From an optimization exercise on the open Yosys and OpenROAD flow, aimed at small area; shortcuts taken in it are not production practice.
Function was checked by simulation only, so behaviour that the tests miss may differ from the original.
Power and IR drop assume default switching activity.

### flow/config.mk
export PLATFORM = sky130hd
export DESIGN_NAME = Lab6Part2
export DESIGN_NICKNAME = Lab6Part2
export VERILOG_FILES = /design/flow/design.v
export SDC_FILE = /design/flow/constraint.sdc
export NUM_CORES = 4
export LEC_CHECK = 0
export CAP_MARGIN = 20
export CORE_MARGIN = 2
export CORE_UTILIZATION = 40
export SLEW_MARGIN = 20
### flow/constraint.sdc
create_clock -name core_clock -period 6.0 [get_ports {CLOCK_50}]
set_input_delay 1.2000 -clock core_clock [delete_from_list [all_inputs] [get_ports {CLOCK_50}]]
set_output_delay 1.2000 -clock core_clock [all_outputs]
set_load 0.01 [all_outputs]
### flow/design.v
module Lab6Part2(SW, KEY, CLOCK_50, LEDR, HEX0, HEX1);
    input [9:0] SW;
    input [3:0] KEY;
    input CLOCK_50;
    output [9:0] LEDR;
    output [6:0] HEX0, HEX1;
    wire resetn;
    wire go;
    wire [7:0] data_result;
    assign go = ~KEY[1];
    assign resetn = KEY[0];
    part2 u0(
        .clk(CLOCK_50),
        .resetn(resetn),
        .go(go),
        .data_in(SW[7:0]),
        .data_result(data_result)
    );
    assign LEDR[7:0] = data_result;
    assign LEDR[9:8] = 2'b00;
    hex_decoder H0(
        .hex_digit(data_result[3:0]), 
        .segments(HEX0)
        );
    hex_decoder H1(
        .hex_digit(data_result[7:4]), 
        .segments(HEX1)
        );
endmodule
module part2(
    input clk,
    input resetn,
    input go,
    input [7:0] data_in,
    output [7:0] data_result
    );
    wire ld_a, ld_b, ld_c, ld_x, ld_r;
    wire ld_alu_out;
    wire [1:0]  alu_select_a, alu_select_b;
    wire alu_op;
    control C0(
        .clk(clk),
        .resetn(resetn),
        .go(go),
        .ld_alu_out(ld_alu_out), 
        .ld_x(ld_x),
        .ld_a(ld_a),
        .ld_b(ld_b),
        .ld_c(ld_c), 
        .ld_r(ld_r), 
        .alu_select_a(alu_select_a),
        .alu_select_b(alu_select_b),
        .alu_op(alu_op)
    );
    datapath D0(
        .clk(clk),
        .resetn(resetn),
        .ld_alu_out(ld_alu_out), 
        .ld_x(ld_x),
        .ld_a(ld_a),
        .ld_b(ld_b),
        .ld_c(ld_c), 
        .ld_r(ld_r), 
        .alu_select_a(alu_select_a),
        .alu_select_b(alu_select_b),
        .alu_op(alu_op),
        .data_in(data_in),
        .data_result(data_result)
    );
 endmodule        
module control(
    input clk,
    input resetn,
    input go,
    output reg  ld_a, ld_b, ld_c, ld_x, ld_r,
    output reg  ld_alu_out,
    output reg [1:0]  alu_select_a, alu_select_b,
    output reg alu_op
    );
    reg [5:0] current_state, next_state; 
    localparam  S_LOAD_A        = 5'd0,
                S_LOAD_A_WAIT   = 5'd1,
                S_LOAD_B        = 5'd2,
                S_LOAD_B_WAIT   = 5'd3,
                S_LOAD_C        = 5'd4,
                S_LOAD_C_WAIT   = 5'd5,
                S_LOAD_X        = 5'd6,
                S_LOAD_X_WAIT   = 5'd7,
                S_CYCLE_0       = 5'd8,
					 S_CYCLE_1       = 5'd9,
					 S_CYCLE_2       = 5'd10,
					 S_CYCLE_3       = 5'd11,
                S_CYCLE_4       = 5'd12;
    always@(*)
    begin: state_table 
            case (current_state)
                S_LOAD_A: next_state = go ? S_LOAD_A_WAIT : S_LOAD_A;  
                S_LOAD_A_WAIT: next_state = go ? S_LOAD_A_WAIT : S_LOAD_B;  
                S_LOAD_B: next_state = go ? S_LOAD_B_WAIT : S_LOAD_B;  
                S_LOAD_B_WAIT: next_state = go ? S_LOAD_B_WAIT : S_LOAD_C;  
                S_LOAD_C: next_state = go ? S_LOAD_C_WAIT : S_LOAD_C;  
                S_LOAD_C_WAIT: next_state = go ? S_LOAD_C_WAIT : S_LOAD_X;  
                S_LOAD_X: next_state = go ? S_LOAD_X_WAIT : S_LOAD_X;  
                S_LOAD_X_WAIT: next_state = go ? S_LOAD_X_WAIT : S_CYCLE_0;  
                S_CYCLE_0: next_state = S_CYCLE_1;
                S_CYCLE_1: next_state = S_CYCLE_2;
					 S_CYCLE_2: next_state = S_CYCLE_3;
					 S_CYCLE_3: next_state = S_CYCLE_4;
					 S_CYCLE_4: next_state = S_LOAD_A;  
            default: next_state = S_LOAD_A;
        endcase
    end  
    always @(*)
    begin: enable_signals
        ld_alu_out = 1'b0;
        ld_a = 1'b0;
        ld_b = 1'b0;
        ld_c = 1'b0;
        ld_x = 1'b0;
        ld_r = 1'b0;
        alu_select_a = 2'b0;
        alu_select_b = 2'b0;
        alu_op       = 1'b0;
        case (current_state)
            S_LOAD_A: begin
                ld_a = 1'b1;
                end
            S_LOAD_B: begin
                ld_b = 1'b1;
                end
            S_LOAD_C: begin
                ld_c = 1'b1;
                end
            S_LOAD_X: begin
                ld_x = 1'b1;
                end
            S_CYCLE_0: begin  
                ld_alu_out = 1'b1; 
					 ld_a = 1'b1;  
					 ld_b = 1'b0;
                alu_select_a = 2'b00;  
                alu_select_b = 2'b11;  
                alu_op = 1'b1;  
            end
				S_CYCLE_1: begin  
                ld_alu_out = 1'b1; 
					 ld_a = 1'b1;  
					 ld_b = 1'b0;
                alu_select_a = 2'b00;  
                alu_select_b = 2'b11;  
                alu_op = 1'b1;  
            end
            S_CYCLE_2: begin  
                ld_alu_out = 1'b1; 
					 ld_a = 1'b0;
					 ld_b = 1'b1;  
                alu_select_a = 2'b01;  
                alu_select_b = 2'b11;  
                alu_op = 1'b1;  
            end
            S_CYCLE_3: begin  
					 ld_alu_out = 1'b1; 
					 ld_a = 1'b0;
                ld_b = 1'b1;  
                alu_select_a = 2'b00;  
                alu_select_b = 2'b01;  
                alu_op = 1'b0;  
            end
            S_CYCLE_4: begin  
					 ld_a = 1'b0;
					 ld_b = 1'b0;
                ld_r = 1'b1;  
                alu_select_a = 2'b10;  
                alu_select_b = 2'b01;  
                alu_op = 1'b0;  
            end
        endcase
    end  
    always@(posedge clk)
    begin: state_FFs
        if(!resetn)
            current_state <= S_LOAD_A;
        else
            current_state <= next_state;
    end  
endmodule
module datapath(
    input clk,
    input resetn,
    input [7:0] data_in,
    input ld_alu_out, 
    input ld_x, ld_a, ld_b, ld_c,
    input ld_r,
    input alu_op, 
    input [1:0] alu_select_a, alu_select_b,
    output reg [7:0] data_result
    );
    reg [7:0] a, b, c, x;
    reg [7:0] alu_out;
    reg [7:0] alu_a, alu_b;
    always@(posedge clk) begin
        if(!resetn) begin
            a <= 8'b0; 
            b <= 8'b0; 
            c <= 8'b0; 
            x <= 8'b0; 
        end
        else begin
            if(ld_a)
                a <= ld_alu_out ? alu_out : data_in;  
            if(ld_b)
                b <= ld_alu_out ? alu_out : data_in;  
            if(ld_x)
                x <= data_in;
            if(ld_c)
                c <= data_in;
        end
    end
    always@(posedge clk) begin
        if(!resetn) begin
            data_result <= 8'b0; 
        end
        else 
            if(ld_r)
                data_result <= alu_out;
    end
    always @(*)
    begin
        case (alu_select_a)
            2'd0:
                alu_a = a;
            2'd1:
                alu_a = b;
            2'd2:
                alu_a = c;
            2'd3:
                alu_a = x;
            default: alu_a = 8'b0;
        endcase
        case (alu_select_b)
            2'd0:
                alu_b = a;
            2'd1:
                alu_b = b;
            2'd2:
                alu_b = c;
            2'd3:
                alu_b = x;
            default: alu_b = 8'b0;
        endcase
    end
    always @(*)
    begin : ALU
        case (alu_op)
            0: begin
                   alu_out = alu_a + alu_b;  
               end
            1: begin
                   alu_out = alu_a * alu_b;  
               end
            default: alu_out = 8'b0;
        endcase
    end
endmodule
module hex_decoder(hex_digit, segments);
    input [3:0] hex_digit;
    output reg [6:0] segments;
    always @(*)
        case (hex_digit)
            4'h0: segments = 7'b100_0000;
            4'h1: segments = 7'b111_1001;
            4'h2: segments = 7'b010_0100;
            4'h3: segments = 7'b011_0000;
            4'h4: segments = 7'b001_1001;
            4'h5: segments = 7'b001_0010;
            4'h6: segments = 7'b000_0010;
            4'h7: segments = 7'b111_1000;
            4'h8: segments = 7'b000_0000;
            4'h9: segments = 7'b001_1000;
            4'hA: segments = 7'b000_1000;
            4'hB: segments = 7'b000_0011;
            4'hC: segments = 7'b100_0110;
            4'hD: segments = 7'b010_0001;
            4'hE: segments = 7'b000_0110;
            4'hF: segments = 7'b000_1110;   
            default: segments = 7'h7f;
        endcase
endmodule
### flow/run.sh
#!/bin/bash
# synth_recipe.tcl (not shown) runs the flow's synth.tcl, then flattens the netlist and writes it again
# the make line also repeats each setting of config.mk as NAME=value (left out here)
make -C /OpenROAD-flow-scripts/flow DESIGN_CONFIG=/design/flow/config.mk WORK_HOME=/design/flow/orfs CLKGATE_MAP_FILE= SYNTH_SCRIPT=/design/flow/synth_recipe.tcl finish
==> impl_metrics.tcl, run 1 <==
set metrics [dict create \
    fin_crit_ps 5660 \
    avgRoutedWirePerCell_um 15.4 \
    final_area_sq_um 5220 \
    grtUsageMet2 0.291 \
    fmax_mhz 177 \
    top_usage_layer "met2" \
    seq_area_frac_synth 0.297 \
    synth_cell_types 58 \
    ios 39 \
    fillers 1072 \
    drc_errors 0 \
    pre_cts_ws_ps 334 \
    final.setup_skew_ps 8.40 \
    synth.avg_cell_area_sq_um 9.38 \
    timing.final.ws_setup_ps 344 \
    dp_hpwl_um 7420 \
    dr.pass1.iters 5 \
    io_buffers 32 \
    cts_resized 0 \
    num_rows 38 \
    hold_viol 0 \
    power_mw 1.13 \
    outcome "finished clean" \
    cts_buffers 9 \
    setup_viol 0 \
    cap_violations 0 \
    antenna_found_initial 0 \
    syn_inst 482 \
    start_util 0.413 \
    ys_ff_latch 67 \
    grt_pass1_vias 3394 \
    drt_iter0_markers 240 \
    grt_pass1_wl_um 16800 \
    gp_congestion 0.851 \
    hold_buffers 0 \
    syn_area_sq_um 4520 \
    via_per_inst 5.26 \
    cts_tree "built" \
    whs_ps 484 \
    final_nets 568 \
    n_antenna_cell 0 \
    cts_setup_buffers 0 \
    slew_headroom 0.437 \
    p_per_area_nw_per_um2 216 \
    cts_max_path_buffers 2 \
    cts_sinks 67 \
    dieArea_sq_um 12200 \
    required_ps 6250 \
    ys.flop_type "dfxtp_1" \
    cts_htree_levels 3 \
    rsz0062_at_grt "no" \
    fin_setup_tns_ps 0 \
    power_leakage_nw 2.16 \
    core-area_sq_um 10900 \
    ir_worst_vdd_uv 144 \
    yosysWarnings 3 \
    syn_to_final_growth_pct 15.6 \
    final_layout_size_suffix_gt1_frac 0.103 \
    grt.total_usage 0.181 \
    met1_usage 0.244 \
    routed_wl_um 10000 \
    hp-class "reg2reg" \
    end_kind "flop" \
    vias 3436 \
    dpl_cell_area_sq_um 4930 \
    worstMarginPinSlew_ps 844 \
    drv_slew 0 \
    critPathMaxFanout 14 \
    grt_overflow 0 \
    crit_path_start_kind "flop" \
    synth_edf_count 0 \
    crit_type "reg2reg" \
    grt_max_degree 44 \
    ant_nets 0 \
    grtUsageMet3 0.0347 \
    clk_pin_slew_ps 60 \
    period_share 0.943 \
    die_y_um 110 \
    cts_root_buf "clkbuf_16" \
    die_w_um 110 \
    critical_path_arrival_ps 5910 \
    ys_async_sr_fraction 0 \
    insertion_delay_ps 330 \
]
==> per-layer routing <==
metal	share of wire	vias to the layer above
li1	-	1707
met1	0.47	1645
met2	0.47	72
met3	0.043	12
met4	0.019	0
met5	0	-
==> final timing paths <==
| kind | slack (ps) | cells after the start | start | end |
|---|---|---|---|---|
| max | 340 | 18 | u0.D0.alu_op | HEX1[3] |
| min | 480 | 2 | u0.D0.b[5] | u0.D0.b[5] |
| max reg2reg | 340 | 18 | u0.D0.alu_op | HEX1[3] |
| min reg2reg | 480 | 2 | u0.D0.b[5] | u0.D0.b[5] |
==> per-stage QoR <==
stage,cells,utilization
2_1_floorplan,483,-
3_5_place_dp,637,0.451
4_1_cts,653,0.478
3_3_place_gp,637,0.451
6_report,653,0.478
5_1_grt,653,0.478
==> cells by family after synthesis <==
logic type | after synthesis | synth area share
AOI/OAI and AO/OA | 79 | 0.114
other | 1 | 0.000830
DFF | 67 | 0.297
muxes | 55 | 0.174
and+or+nand+nor | 141 | 0.145
xor gates and xnor gates | 23 | 0.0507
adders and majority gates | 46 | 0.147
buffers and inverters | 70 | 0.0717
==> placed cells by master, fill, tap and decap left out, types with 3 or more instances in the layout <==
cell type        Yosys  routed
nand2b_1             3       3
o211ai_1             3       3
inv_1               41      41
clkinv_2             0       3
clkbuf_16            0       9
o21ai_0             11      11
a211oi_1             5       5
nor2_1              59      59
nand2_1             38      38
ha_1                33      33
xnor2_1             13      13
nor2b_1              5       5
a21oi_1             25      25
dfxtp_1             67      67
xor2_1               8       8
mux4_1               5       5
fa_1                12      12
buf_4                8      10
mux2i_1             35      35
mux4_2              11      11
or3_1                3       3
nor3_1               3       3
a21o_1               3       3
clkdlybuf4s50_1      0      32
o22ai_1              7       7
a31oi_1              6       6
and2_1              15      15
==> where the power goes <==
| group | switching, mW | internal, mW |
|---|---|---|
| combinational | 0.0810 | 0.0633 |
| sequential | 0.0103 | 0.453 |
| clock | 0.191 | 0.331 |
==> synthesized netlist by cell type (3+ instances only) <==
cell / instances / area, sq um
dfxtp_1: 67 / 1340
nor2_1: 59 / 221
inv_1: 41 / 154
nand2_1: 38 / 143
mux2i_1: 35 / 350
ha_1: 33 / 413
a21oi_1: 25 / 125
and2_1: 15 / 93.8
xnor2_1: 13 / 114
fa_1: 12 / 240
mux4_2: 11 / 248
o21ai_0: 11 / 55.1
clkbuf_1: 9 / 33.8
buf_4: 8 / 60.1
xor2_1: 8 / 70.1
o22ai_1: 7 / 43.8
a31oi_1: 6 / 37.5
buf_1: 6 / 22.5
a211oi_1: 5 / 37.5
mux4_1: 5 / 131
nor2b_1: 5 / 31.3
buf_6: 4 / 45.0
a21o_1: 3 / 22.5
nand2b_1: 3 / 18.8
nor3_1: 3 / 15.0
o211ai_1: 3 / 22.5
or3_1: 3 / 18.8
==> flip-flops by register name, indices dropped and copies added, names as in the netlist <==
register / flops
u0.C0.ld_c: 1
u0.D0.c: 8
u0.C0.ld_x: 1
u0.D0.b: 8
u0.D0.data_result: 8
u0.C0.ld_b: 1
u0.D0.alu_op: 1
HEX0: 7
u0.D0.a: 8
HEX1: 7
u0.D0.x: 8
u0.D0.alu_select_b: 1
u0.C0.current_state: 4
u0.C0.ld_a: 1
u0.D0.ld_alu_out: 1
u0.D0.alu_select_a: 2
==> cell type report <==
| cell class | count | area (sq um) | share of cell area |
|---|---|---|---|
| timing repair buffer | 42 | 395 | 0.0757 |
| clock buffer | 11 | 243 | 0.0465 |
| inverter | 42 | 158 | 0.0302 |
| sequential | 67 | 1340 | 0.257 |
| multi-input combinational | 346 | 2860 | 0.547 |
| tap | 140 | 175 | 0.0335 |
| clock inverter | 5 | 52.6 | 0.0101 |
==> critical path: stages, from the launching register on <==
cell and delay (ps):
dfxtp_1 540, mux4_2 360, ha_1 280, inv_1 90
fa_1 530, inv_1 40, ha_1 300, fa_1 540
inv_1 50, fa_1 520, inv_1 50, ha_1 320
a21oi_1 200, xnor3_1 430, xnor3_1 200, mux2i_2 280
mux2i_4 220, or4_1 510, o211ai_1 110
==> run 2, diff against run 1 <==
==> flow/design.v (replaced) <==
module Lab6Part2(SW, KEY, CLOCK_50, LEDR, HEX0, HEX1);
    input [9:0] SW;
    input [3:0] KEY;
    input CLOCK_50;
    output [9:0] LEDR;
    output [6:0] HEX0, HEX1;
    wire resetn = KEY[0];
    wire go = ~KEY[1];
    wire [7:0] din = SW[7:0];
    localparam S_LOAD_A = 4'd0, S_LOAD_A_WAIT = 4'd1,
               S_LOAD_B = 4'd2, S_LOAD_B_WAIT = 4'd3,
               S_LOAD_C = 4'd4, S_LOAD_C_WAIT = 4'd5,
               S_LOAD_X = 4'd6, S_LOAD_X_WAIT = 4'd7,
               S_CYCLE_0 = 4'd8, S_CYCLE_1 = 4'd9, S_CYCLE_2 = 4'd10,
               S_CYCLE_3 = 4'd11, S_CYCLE_4 = 4'd12;
    reg [3:0] state, next_state;
    reg [7:0] ra, rb, rc, result;
    always @(*) begin
        case (state)
            S_LOAD_A:      next_state = go ? S_LOAD_A_WAIT : S_LOAD_A;
            S_LOAD_A_WAIT: next_state = go ? S_LOAD_A_WAIT : S_LOAD_B;
            S_LOAD_B:      next_state = go ? S_LOAD_B_WAIT : S_LOAD_B;
            S_LOAD_B_WAIT: next_state = go ? S_LOAD_B_WAIT : S_LOAD_C;
            S_LOAD_C:      next_state = go ? S_LOAD_C_WAIT : S_LOAD_C;
            S_LOAD_C_WAIT: next_state = go ? S_LOAD_C_WAIT : S_LOAD_X;
            S_LOAD_X:      next_state = go ? S_LOAD_X_WAIT : S_LOAD_X;
            S_LOAD_X_WAIT: next_state = go ? S_LOAD_X_WAIT : S_CYCLE_0;
            S_CYCLE_0:     next_state = S_CYCLE_1;
            S_CYCLE_1:     next_state = S_CYCLE_2;
            S_CYCLE_2:     next_state = S_CYCLE_3;
            S_CYCLE_3:     next_state = S_CYCLE_4;
            default:       next_state = S_LOAD_A;
        endcase
    end
    wire capture_x = (state == S_LOAD_X) & go;
    wire [7:0] y = (state == S_LOAD_X) ? din : rc;
    wire [7:0] mac = ra * y + rb;
    always @(posedge CLOCK_50) begin
        if (!resetn) state <= S_LOAD_A;
        else state <= next_state;
    end
    always @(posedge CLOCK_50) begin
        if (state == S_LOAD_A || capture_x) ra <= din;
        if (state == S_LOAD_B) rb <= din;
        else if (capture_x) rb <= rc;
        if (state == S_LOAD_C) rc <= din;
        else if (capture_x) rc <= mac;
    end
    always @(posedge CLOCK_50) begin
        if (!resetn) result <= 8'd0;
        else if (state == S_CYCLE_4) result <= mac;
    end
    assign LEDR = {2'b00, result};
    assign HEX0 = seg7(result[3:0]);
    assign HEX1 = seg7(result[7:4]);
    localparam [111:0] SEG7 = {
        7'b000_1110,
        7'b000_0110,
        7'b010_0001,
        7'b100_0110,
        7'b000_0011,
        7'b000_1000,
        7'b001_1000,
        7'b000_0000,
        7'b111_1000,
        7'b000_0010,
        7'b001_0010,
        7'b001_1001,
        7'b011_0000,
        7'b010_0100,
        7'b111_1001,
        7'b100_0000};
    function [6:0] seg7(input [3:0] h);
        seg7 = SEG7[h*7 +: 7];
    endfunction
endmodule
==> run 2 against run 1 <==
Net effect: sequential cell count decreased by 31; register-to-register slack improved by 270 ps; non-clock buffer count increased by 3; core utilization increased by 0.70 points; clock power decreased by 59%; fmax decreased by 1.5%; routed wire length decreased by 33%; critical path type is now in2reg; highest routed layer unchanged.
==> impl_metrics.tcl, run 2 <==
set metrics [dict create \
    outcome "finished clean" \
    synth.area.top_cells "edfxtp_1, fa_1, ha_1" \
    dr_wl_met3_um 129 \
    core-area_sq_um 7690 \
    final_area_sq_um 3730 \
    holdPathEnd "rb[6]" \
    end_kind "flop" \
    vias 2356 \
    dr.pass1.iters 4 \
    syn_to_final_growth_pct 17.9 \
    critPathMaxFanout 6 \
    hp-start "rc[6]" \
    final_nets 441 \
    cts_root_buf "clkbuf_8" \
    cts_resized 0 \
    slew_headroom 0.356 \
    met2_length_um 3290 \
    highest_layer "met4" \
    syn_area_sq_um 3160 \
    synth_area_leader_cell "edfxtp_1" \
    synth_xor_area_frac 0.0459 \
    ios 39 \
    cts_setup_buffers 0 \
    ant_nets 0 \
    cap_violations 0 \
    drc_errors 0 \
    required_ps 6140 \
    final_common_cell "nand2_1" \
    seq_area_frac_synth 0.304 \
    power_frac_seq 0.361 \
    critical_path_arrival_ps 5880 \
    met1Wirelength_um 3210 \
    yosysWarnings 1 \
    r2r-end "result[7]" \
    p_sw_mw 0.253 \
    rsz0062_at_grt "no" \
    synth_edf_count 24 \
    power_mw 0.815 \
    mostFrequentLayoutCells "nand2_1, inv_1, clkdlybuf4s50_1, ha_1, edfxtp_1" \
    fin_crit_ps 5740 \
    p_per_area_nw_per_um2 219 \
    switching_share 0.311 \
    fmax_mhz 174 \
    worstMarginPinSlew_ps 959 \
    grt_overflow 0 \
    synth_cell_types 42 \
    final_layout_size_suffix_gt1_frac 0.0969 \
    timing.final.ws_setup_ps 255 \
    period_share 0.957 \
    avgRoutedWirePerCell_um 13.9 \
    crit_type "in2reg" \
    ys_async_sr_fraction 0 \
    syn_inst 346 \
    whs_path_depth 1 \
    cts_htree_levels 2 \
    synth_commonest_cells "nand2_1, inv_1, ha_1, edfxtp_1, nor2_1" \
    synthDominantCellAreaShare 0.228 \
    start_util 0.411 \
    ir_worst_vdd_uv 157 \
    grt_pass1_vias 2332 \
    ys.flop_type "edfxtp_1" \
    grt_max_degree 20 \
    grt_pass1_wl_um 11200 \
    hold_buffers 0 \
    synth.avg_cell_area_sq_um 9.13 \
    rr_startpoint "state[1]" \
    die_y_um 92.9 \
    drt_iter0_markers 104 \
    insertion_delay_ps 290 \
    dp_hpwl_um 5260 \
    dpl_cell_area_sq_um 3620 \
    hold_viol 0 \
    antenna_found_initial 0 \
    cts_buffers 5 \
    drv_slew 0 \
    num_rows 32 \
    die_w_um 92.9 \
    via_per_inst 4.87 \
    dieArea_sq_um 8630 \
    ys_ff_latch 36 \
    n_antenna_cell 0 \
    cts_tree "built" \
    clk_pin_slew_ps 80 \
    p_int_mw 0.561 \
    io_buffers 32 \
    power_leakage_nw 1.52 \
    yosysMostFrequentCell "nand2_1" \
    cts_sinks 36 \
    setup_viol 0 \
    synth_compound_area_frac 0.101 \
    synth_fa_ha_area_frac 0.221 \
    cts_max_path_buffers 2 \
    combPwrFrac 0.375 \
    r2r_setup_slack_ps 610 \
    fin_setup_tns_ps 0 \
    pre_cts_ws_ps -42.0 \
    synth_top_family_by_area "adder cells" \
    hp-class "reg2reg" \
    p_clk_frac 0.264 \
    grt.total_usage 0.165 \
    reg2reg_depth 19 \
    gp_congestion 0.789 \
    crit_path_start_kind "input pin" \
    routed_wl_um 6730 \
    synthMuxAreaShare 0.0709 \
    utilization 0.485 \
    final.setup_skew_ps 5.28 \
    synth-simple-area-share 0.185 \
]
run 2: cell types whose count changed in the layout (fill, tap and decap cells not counted), sizes merged, moves of 8 or more:
cell    delta
xor2       -8
nor2      -39
mux2      +11
dfxtp     -55
a21oi     -10
mux2i     -30
mux4      -16
edfxtp    +24
nand2     +23
run 2: final cells by class:
cell class / count / area [sq um]
fill: 715 / 3960
multi-input combinational: 258 / 1980
sequential: 36 / 961
timing repair buffer: 45 / 418
inverter: 35 / 131
tap: 102 / 128
clock buffer: 5 / 68.8
clock inverter: 3 / 41.3
run 2: critical path: stages:
cell,delay (ps)
clkdlybuf4s50_1,520
mux2_2,270
nand2_1,100
fa_1,510
inv_1,50
fa_1,450
ha_1,290
inv_1,60
fa_1,530
inv_1,60
fa_1,470
a21o_1,180
a21oi_1,160
xnor2_1,180
xnor3_1,390
xnor2_1,220
buf_4,150
o22ai_1,70
run 2: how the worst max path moves through the flow:
stage          startpoint        end  slack (ps)  depth (start not counted)
6_report            SW[1]  result[7]         260                         18
5_1_grt             SW[1]  result[7]           9                         18
2_1_floorplan       SW[1]      rc[7]         740                         17
3_3_place_gp        SW[1]  result[7]          30                         19
4_1_cts             SW[1]  result[7]         240                         18
3_5_place_dp        SW[1]  result[7]         -40                         18
run 2: kinds of logic after synthesis:
kind of cell | Yosys count
and+or+nand+nor | 124
buffers and inverters | 53
AOI/OAI and AO/OA | 52
adders and majority gates | 45
DFF | 36
muxes | 20
xor gates and xnor gates | 15
other | 1
run 2: power by group through the flow:
stage	Combinational (mW)	Clock, mW	Sequential (mW)
final	0.306	0.215	0.294
after detailed placement	0.311	0	0.299
after global placement	0.306	0	0.299
after CTS	0.312	0.219	0.294
after global routing	0.346	0.226	0.295
after floorplan	0.204	0	0.294
run 2: through the flow:
stage               hold slack (ps)  std cells
floorplan                       548        347
global placement                552        476
detailed placement              566        476
CTS                             581        484
global route                    598        484
finish                          579        484
run 2: metal layers:
layer,vias to the layer above,track usage
li1,1210,-
met2,23,0.279
met4,0,0.0490
met5,-,0
met3,9,0.0203
met1,1114,0.223

==> separate check: timing with driven ports <==
The flow's constraints put no driver on any port. The routed layouts listed below were extracted and timed again, unchanged, in two steps. Step 1: set_driving_cell puts a clkbuf_16 on CLOCK_50 and a buf_2 on each other input, an assumption about the parent block. Step 2, shift: input delay + t, output delay - t, t = (earliest + latest rising clock arrival at the registers) / 2. This alone moves slack from input paths to output paths. a / b / c = ideal ports / drivers / drivers and shift; a / b = the first two.
| run | t, ns | slack for setup (ns) | worst hold slack (ns) | worst setup path at the end | pins driven straight from the clock port |
|---|---|---|---|---|---|
| run 1 | 0.363 | 0.344 / 0.344 / 0.344 | 0.484 / 0.484 / 0.484 | register to register | 1 |
| run 2 | 0.315 | 0.255 / 0.260 / -0.055 | 0.579 / 0.579 / 0.579 | input to register | 1 |
With both steps, setup timing fails in run 2, where it was met with ideal ports. The setup slack of run 2, which loses most, moves by +0.005 ns with the drivers and by -0.310 ns with both steps.
